This design comes from an exercise in tuning for small area and a short achievable clock period on the open sky130 flow, not from production work.
The RTL was checked by simulation tests, not by an equivalence proof against the original design.

==> job 7127: inputs <==
Design wide_alu, start of the top module:
module wide_alu
    (
     input logic                              clk_i,
     input logic                              rst_ni,
     input logic                              trigger_i,
     input logic                              clear_err_i,
     input logic [63:0]                       op_a_i,
     input logic [63:0]                       op_b_i,
     output logic [127:0]                     result_o,
     input logic                              deaccel_factor_we_i,
     input logic [7:0]                        deaccel_factor_i,
     output logic [7:0]                       deaccel_factor_o,
     input logic                              op_sel_we_i,
     input logic [2:0]                        op_sel_i,
     output logic [2:0]                       op_sel_o,
     output logic [1:0]                       status_o
     );
clock: 12.5 ns
lec_check: 0
cap_margin: 30
core_margin: 2
core_utilization: 65
setup_slack_margin: 4
slew_margin: 30
synth_hierarchical: 1
tns_end_percent: 0
standard.sh (not shown) runs the stock make flow with config.mk's settings and CLKGATE_MAP_FILE= SYNTH_SCRIPT=/design/flow/synth_recipe.tcl, a recipe that flattens the netlist after the stock synthesis.
==> flow/flow/run.sh <==
#!/bin/bash
export BUFFER_PORTS_ARGS="-buffer_cell sky130_fd_sc_hd__buf_2"
bash standard.sh > standard.log 2>&1
==> inputs of job 6448, as changes to job 7127 <==
--- a/flow/design.v
+++ b/flow/design.v
@@ -5897,19 +5897,24 @@
             3'd4:    lgc = op_a_i & op_b_i;
             3'd5:    lgc = op_a_i | op_b_i;
             default: lgc = 64'd0;
         endcase
     end
     wire [63:0] lg = lgc & {64{load}};
-    assign result_d[31:0]   = ({32{ld_mul}} & p1_q[31:0]) | ({32{ld_as}} & t[31:0]) |
-                              lg[31:0] | ({32{hold}} & result_q[31:0]);
-    assign result_d[63:32]  = ({32{ld_mul}} & t[31:0]) | ({32{ld_as}} & t[63:32]) |
-                              lg[63:32] | ({32{hold}} & result_q[63:32]);
-    assign result_d[64]     = (ld_mul & t[32]) | (ld_as & (t[64] ^ sub)) | (hold & result_q[64]);
-    assign result_d[127:65] = ({63{ld_mul}} & t[95:33]) | ({63{ld_sx & ~t[64]}}) |
-                              ({63{hold}} & result_q[127:65]);
+    wire         borrow = (op_b_i > op_a_i);
+    wire [127:0] early = {{63{ld_sx & borrow}}, 1'b0, lg} | ({128{hold}} & result_q);
+    wire [127:0] ta, tb;    
+    wire [127:0] ea, eb;
+    assign ta = {t[95:33], t[32], t[31:0], t[31:0]};
+    assign ea = {{63{ld_mul}}, ld_mul, {32{ld_mul}}, {32{ld_as}}};
+    assign tb = {63'd0, t[64] ^ sub, t[63:32], p1_q[31:0]};
+    assign eb = {63'd0, ld_as, {32{ld_as}}, {32{ld_mul}}};
+    for (genvar i = 0; i < 128; i++) begin : g_res
+        wide_alu_ao221 u_res (.a1(ta[i]), .a2(ea[i]), .b1(tb[i]), .b2(eb[i]), .c1(early[i]),
+                              .y(result_d[i]));
+    end
     always_ff @(posedge clk_i, negedge rst_ni) begin
         if (!rst_ni) begin
             op_sel_q         <= 3'd0;
             deaccel_factor_q <= 8'd1;
             result_q         <= '0;
             state_q          <= 2'd0;
@@ -5986,6 +5991,10 @@
 module wide_alu_nand2 (input logic a, input logic b, output logic y);
     assign y = ~(a & b);
 endmodule
 module wide_alu_nor2 (input logic a, input logic b, output logic y);
     assign y = ~(a | b);
 endmodule
+module wide_alu_ao221 (input logic a1, input logic a2, input logic b1, input logic b2,
+                       input logic c1, output logic y);
+    assign y = (a1 & a2) | (b1 & b2) | c1;
+endmodule
CORE_UTILIZATION = 55   (was 65)
==> inputs of job 4651, as changes to job 7127 <==
CORE_UTILIZATION = 55   (was 65)
==> inputs of job 6100, as changes to job 7127 <==
CORE_UTILIZATION = 59   (was 65)
==> qor summary <==
| metric | job 6448 | job 7127 | job 4651 | job 6100 |
|---|---|---|---|---|
| Number of unique standard cell types used by synthesis | 62 | 52 | 52 | 52 |
| Wire length on met1 | 101000 µm | - | 98600 µm | 92300 µm |
| Detailed-route DRC error count | 0 | - | 0 | 0 |
| Cell class with the largest area share | multi-input gates | - | multi-input gates | multi-input gates |
| Starting DRT DRC Count | 10200 | - | 9762 | 10900 |
| # rows | 119 | 108 | 118 | 114 |
| Synthesized-area fraction occupied by adder cells | 0.421 | 0.419 | 0.419 | 0.419 |
| Total area of multi-input combinational cells | 55800 µm² | - | 52700 µm² | 52800 µm² |
| Inserted tap cell count | 1391 | - | 1380 | 1276 |
| Count of inverters not on the clock network in the layout | 419 | - | 307 | 306 |
| Minimum hold slack | 0.445 ns | - | 0.475 ns | 0.478 ns |
| Initial Utilization | 0.556 | 0.658 | 0.554 | 0.594 |
| Number of cells in the finished layout apart from fillers | 8149 | - | 7780 | 7685 |
| Category of the most critical setup path | in -> reg | - | in -> reg | in -> reg |
| Fin. max-slew vios | 0 | - | 0 | 0 |
| Result of the run | finished clean | stopped before the end | finished clean | finished clean |
| Stage where the flow stopped | - | global routing (5_1_grt) | - | - |
| Crit path max fanout | 17 | - | 16 | 16 |
| Number of flip-flops in the largest register | 128 | - | 128 | 128 |

---

==> wip/delta <==
wide_alu again, from the RTL that the note above started with.
==> flow/config.mk <==
export PLATFORM = sky130hd
export DESIGN_NAME = wide_alu
export DESIGN_NICKNAME = wide_alu
export VERILOG_FILES = /design/flow/design.v
export SDC_FILE = /design/flow/constraint.sdc
export NUM_CORES = 4
export LEC_CHECK = 0
export CAP_MARGIN = 20
export CORE_MARGIN = 2
export CORE_UTILIZATION = 55
export SETUP_SLACK_MARGIN = 4
export SLEW_MARGIN = 20
export SYNTH_HIERARCHICAL = 1
export TNS_END_PERCENT = 0
==> flow/constraint.sdc <==
create_clock -name core_clock -period 12.5 [get_ports {clk_i}]
set_input_delay 2.5000 -clock core_clock [delete_from_list [all_inputs] [get_ports {clk_i}]]
set_output_delay 2.5000 -clock core_clock [all_outputs]
set_load 0.01 [all_outputs]
Scripts as last shown in full above: flow/flow/run.sh
==> wip/juniper: changes against wip/delta <==
--- a/flow/config.mk
+++ b/flow/config.mk
@@ -7,7 +7,7 @@
 export LEC_CHECK = 0
-export CAP_MARGIN = 20
+export CAP_MARGIN = 30
 export CORE_MARGIN = 2
 export CORE_UTILIZATION = 55
-export SETUP_SLACK_MARGIN = 4
-export SLEW_MARGIN = 20
+export SETUP_SLACK_MARGIN = 5
+export SLEW_MARGIN = 30
 export SYNTH_HIERARCHICAL = 1
==> notes <==
Sequential share of layout area is about the same in wip/delta and wip/juniper. Against wip/delta, the critical path depth of wip/juniper is higher by 1. Clock skew: wip/juniper is higher than wip/delta (0.0014 ns). In wire length, wip/juniper and wip/delta hardly differ. Against wip/delta, the setup slack of wip/juniper is higher by 0.12 ns. In global-route usage, wip/delta and wip/juniper hardly differ. In via count, wip/juniper and wip/delta hardly differ. Against wip/juniper, the non-clock buffer count of wip/delta is lower by 16. Cell count is about the same in wip/juniper and wip/delta.
==> figures <==
quantity	wip/juniper	wip/delta
Outcome	complete, no violations	complete, no violations
Critical register-to-register path endpoint	result_q[36]$_DFF_PN0_	result_q[46]$_DFF_PN0_
Initial antenna violation count	34	36
Endpoint required time on the critical path	12.90 ns	12.98 ns
Clock network area share	1.28%	1.40%
Data arrival time of the critical path	9.65 ns	9.85 ns
FILL cells	8577	8611
Final worst path period need	9.25 ns	9.37 ns
Number of buffers added by the clock tree synthesis step	27	28
Least setup slack across all paths after layout	3.25 ns	3.13 ns
Final antenna diode count	9	22
Worst-skew pair later-pin latency	0.58 ns	0.59 ns
Iteration count of the initial detailed-routing pass	10	8
Worst slew margin relative to its limit	19.1%	15.8%
Post-Route Skew	0.0286 ns	0.0272 ns
Maximum fanout along the worst path	16	12
Number of buffer and inverter instances along the worst setup path	9	7
Cell Count, Final, Fillers Out	7780	7782
Final worst hold slack	0.475 ns	0.477 ns

==> port drivers added, routing unchanged <==
No port has a modelled driver above. Below, the same layouts with a new extraction and two added sets of constraints.
Step 1: set_driving_cell puts a clkbuf_16 on clk_i and a buf_2 on each other input, an assumption about the parent block.
Step 2 also shifts input and output timing later by t, the mid clock arrival at the registers, as if the neighbouring blocks saw the same clock.
Three values: no drivers, after step 1, after step 2; two values: the first two.
| run | shift t [ns] | setup slack, ns | worst setup path after step 2 | pins driven straight from the clock port |
|---|---|---|---|---|
| job 6448 | 0.729 | 3.582 / 3.542 / 2.813 | input to register | 1 |
| job 4651 | 0.633 | 3.254 / 3.179 / 2.546 | input to register | 1 |
| job 6100 | 0.665 | 3.063 / 3.049 / 2.384 | input to register | 1 |
| wip/delta | 0.643 | 3.131 / 3.107 / 2.463 | input to register | 1 |
| wip/juniper | 0.633 | 3.254 / 3.179 / 2.546 | input to register | 1 |
After both steps every run listed still meets setup and hold. For job 6448, which loses most, drivers alone change the setup slack by -0.040 ns; drivers and shift together by -0.769 ns.
